Source: an optimization exercise on an open RTL-to-GDS flow (aim: small area). Production flows keep margins and buffers that such runs may drop. In this exercise RTL edits were held to simulation tests only and were not proved equivalent to the original. The clock port is modelled as an ideal driver; clocking choices that lean on that would not hold on a real chip. No activity file was given, so power comes from the tool's default toggle rates.

Setup of old:
## Panorama
module Panorama(SW, KEY, CLOCK_50, LEDR, HEX0, HEX1, HEX2, HEX3, HEX4, HEX5, HEX6, HEX7, LEDG);
    input [17:0] SW;
    input [3:0] KEY;
    input CLOCK_50;
    output [17:0] LEDR;
    output [6:0] HEX0, HEX1, HEX2, HEX3, HEX4, HEX5, HEX6, HEX7;
    output [7:0] LEDG;
    wire clk = CLOCK_50;
    wire resetn = KEY[0];
    wire next = ~KEY[1];
    wire go = ~KEY[3];
    wire hint = SW[17];
    localparam S_WAIT_DEC = 4'd0, S_LD3 = 4'd1, S_LD2 = 4'd3, S_LD1 = 4'd2, S_LD0 = 4'd6, S_LDW = 4'd7, S_BWW = 4'd5, S_WB = 4'd12, S_WBC = 4'd13, S_WBCW = 4'd15, S_GO = 4'd14, S_GOW = 4'd10, S_GOWW = 4'd11, S_RW = 4'd8;
    localparam F_OFF = 2'd0, F_ON = 2'd1, F_CHECK = 2'd2, F_STOP = 2'd3;
    reg [3:0] st;
    reg [1:0] fst;
    reg [3:0] d3, d2, d1, d0;
    reg [2:0] tt;
    reg [3:0] to;
    reg [8:0] rr;
    reg [1:0] ftn;
    reg [9:0] uc;
    reg ft;
    reg timeranout;
    reg result;
    reg [4:0] sct;
    reg [3:0] sco;
    wire chk = (st[3] & st[2] & ~st[1]) | (st[3] & st[2] & st[0]);
    wire chk2 = (st[3] & ~st[1] & st[0]);
    wire over = (st[3] & st[2] & st[1] & ~st[0]);
    wire overwait = (st[3] & ~st[2] & st[1]);
    wire reset_digits = (st[3] & ~st[2] & ~st[1]);
    wire [10:0] p3;
    assign p3[0] = (d3[0]);
    assign p3[1] = (d3[1]);
    assign p3[2] = (~d3[2] & d3[0]) | (d3[2] & ~d3[0]);
    assign p3[3] = (~d3[3] & ~d3[2] & ~d3[1] & d3[0]) | (d3[3] & ~d3[0]) | (d3[2] & d3[1]) | (d3[1] & ~d3[0]);
    assign p3[4] = (~d3[3] & ~d3[2] & d3[0]) | (~d3[2] & d3[1]) | (d3[2] & ~d3[1]);
    assign p3[5] = (d3[3]) | (d3[2]) | (d3[1]) | (d3[0]);
    assign p3[6] = (d3[3]) | (d3[2]) | (d3[1]) | (d3[0]);
    assign p3[7] = (d3[3] & ~d3[0]) | (d3[2] & ~d3[0]) | (d3[1] & ~d3[0]);
    assign p3[8] = (d3[3] & ~d3[0]) | (d3[2] & ~d3[1] & ~d3[0]) | (d3[1] & d3[0]);
    assign p3[9] = (d3[3] & ~d3[0]) | (d3[2] & d3[1]) | (d3[2] & d3[0]);
    assign p3[10] = (d3[3] & d3[0]);
    wire [7:0] p2;
    assign p2[0] = (d2[0]);
    assign p2[1] = (d2[1]);
    assign p2[2] = (d2[2]);
    assign p2[3] = (~d2[3] & d2[0]) | (d2[3] & ~d2[0]);
  ...
Size in the first run: roughly 62 flip-flops, ~110 I/O pins, about 4000 um^2 of cells after synthesis.
==> flow/config.mk <==
export PLATFORM = sky130hd
export DESIGN_NAME = Panorama
export DESIGN_NICKNAME = Panorama
export VERILOG_FILES = /design/flow/design.v
export SDC_FILE = /design/flow/constraint.sdc
export NUM_CORES = 4
export LEC_CHECK = 0
export CAP_MARGIN = 20
export CORE_MARGIN = 2
export CORE_UTILIZATION = 60
export CTS_BUF_LIST = sky130_fd_sc_hd__clkbuf_2 sky130_fd_sc_hd__clkbuf_4 sky130_fd_sc_hd__clkbuf_8
export SLEW_MARGIN = 20
==> flow/constraint.sdc <==
create_clock -name core_clock -period 25.0 [get_ports {CLOCK_50}]
set_input_delay 5.0000 -clock core_clock [delete_from_list [all_inputs] [get_ports {CLOCK_50}]]
set_output_delay 5.0000 -clock core_clock [all_outputs]
set_load 0.01 [all_outputs]
standard.sh (not shown) runs the stock make flow with config.mk's settings and CLKGATE_MAP_FILE= SYNTH_SCRIPT=/design/flow/synth_recipe.tcl, a recipe that flattens the netlist after the stock synthesis.
==> flow/flow/run.sh <==
#!/bin/bash
# The standard ORFS layout (standard.sh) with these changes:
#  - synthesis: adders are not extracted into adder cells and ABC maps the logic with an
#    area-oriented script (flow/synth.tcl, flow/area.abc); registers are unchanged;
#  - port buffers are the smallest buffer cell instead of the one buffer_ports picks;
#  - clock tree synthesis adds no dummy loads and builds the tree from clkbuf_4 cells, after
#    which the root buffer alone is made a clkbuf_8 (flow/root_buf.tcl).
# Each tool's output goes to a log here: flow_to_cts.log, root_buf.log, flow_finish.log
# (ORFS also keeps each step's log under orfs/logs).
set -euo pipefail
export FLOW_WORK="$PWD"
export FLOW_ABC_SCRIPT="$PWD/flow/area.abc"
export BUFFER_PORTS_ARGS="-buffer_cell sky130_fd_sc_hd__buf_1"
export CTS_ARGS="-sink_clustering_enable -repair_clock_nets -dont_use_dummy_load -buf_list {sky130_fd_sc_hd__clkbuf_4}"
bash standard.sh SYNTH_SCRIPT="$PWD/flow/synth.tcl" cts > flow_to_cts.log 2>&1
export FLOW_CTS_ODB="$PWD/orfs/results/sky130hd/Panorama/base/4_cts.odb"
openroad -no_init -exit "$PWD/flow/root_buf.tcl" > root_buf.log 2>&1
bash standard.sh SYNTH_SCRIPT="$PWD/flow/synth.tcl" finish > flow_finish.log 2>&1
Other scripts of this flow, unchanged in this note and not shown: flow/flow/area.abc, flow/flow/root_buf.tcl, flow/flow/synth.tcl
## Diff of input files: new against old
--- a/flow/design.v
+++ b/flow/design.v
@@ -243,14 +243,14 @@
                 sco <= 4'd0;
                 sct <= sct + 5'd1;
             end else
                 sco <= sco + 4'd1;
         end
     end
-    localparam [9:0] UC_0 = 10'd735, UC_99 = 10'd615, UC_123 = 10'd800, UC_248 = 10'd544,
-                     UC_498 = 10'd552, UC_998 = 10'd608;
+    localparam [9:0] UC_99 = 10'd761, UC_123 = 10'd687, UC_248 = 10'd343,
+                     UC_498 = 10'd598, UC_998 = 10'd345;
     wire f_dur = (uc == UC_99);
     reg [9:0] uc_last;
     always @(*) begin
         case (ftn)
             2'd0: uc_last = UC_123;
             2'd1: uc_last = UC_248;
@@ -266,13 +266,13 @@
         if (!resetn)
             ftn <= 2'd3;
         else if (check)
             ftn <= tt[1:0];
         ft <= en && (uc == uc_last);
         if (!en || fchg || ft)
-            uc <= UC_0;
+            uc <= 10'd0;
         else
             uc <= uc_step;
     end
     always @(posedge clk) begin
         if (!resetn)
             fst <= F_OFF;
--- outcome ---
- Layout multi-input combinational cell count: new vs old up about 3%
- new against old: final design instance area without fill has increased; peak ir drop on the vdd network now smaller; shortest period the worst path allows +0.056 ns; global routing met2 resource utilization now sits lower; portion of total power attributed to the clock network went down.
- new: synthesized-area fraction occupied by xor and xnor cells is 0.43 points lower than what old reported.
- Looking at largest family of logic cells by synthesized area, the compound AO/OA/AOI/OAI gates result is from old; the simple AND/OR/NAND/NOR gates one comes from new.
- sky130_fd_sc_hd__o21ai_0 as the slowest stage cell on the critical path was reported by new, and sky130_fd_sc_hd__nand2b_1 by old.

re-timing with driven ports:
How much do the figures lean on ideal ports? The routed layouts below were timed once more, with nothing changed but the port constraints. Step 1, drivers: a clkbuf_16 drives CLOCK_50 and a buf_2 each remaining input, both assumed. Step 2 adds t to the input delays and takes it off the output delays; t is the mean of the earliest and latest rising clock arrival at the registers after step 1. Input paths then give back, and output paths get back, about the clock's delay inside the block. Three values: ideal ports, drivers, drivers and shift; two values: the first two.
| run | t, ns | slack for setup (ns) | worst setup path at the end | clock arrival spread, ns | pins driven straight from the clock port |
|---|---|---|---|---|---|
| old | 0.364 | 13.732 / 13.707 / 13.707 | input to output | 0.024 / 0.024 | 1 |
| new | 0.356 | 13.675 / 13.644 / 13.644 | input to output | 0.033 / 0.033 | 1 |
After both steps setup and hold are still met in every run listed. For new, which loses most, drivers alone change the setup slack by -0.031 ns; drivers and shift together by -0.031 ns.
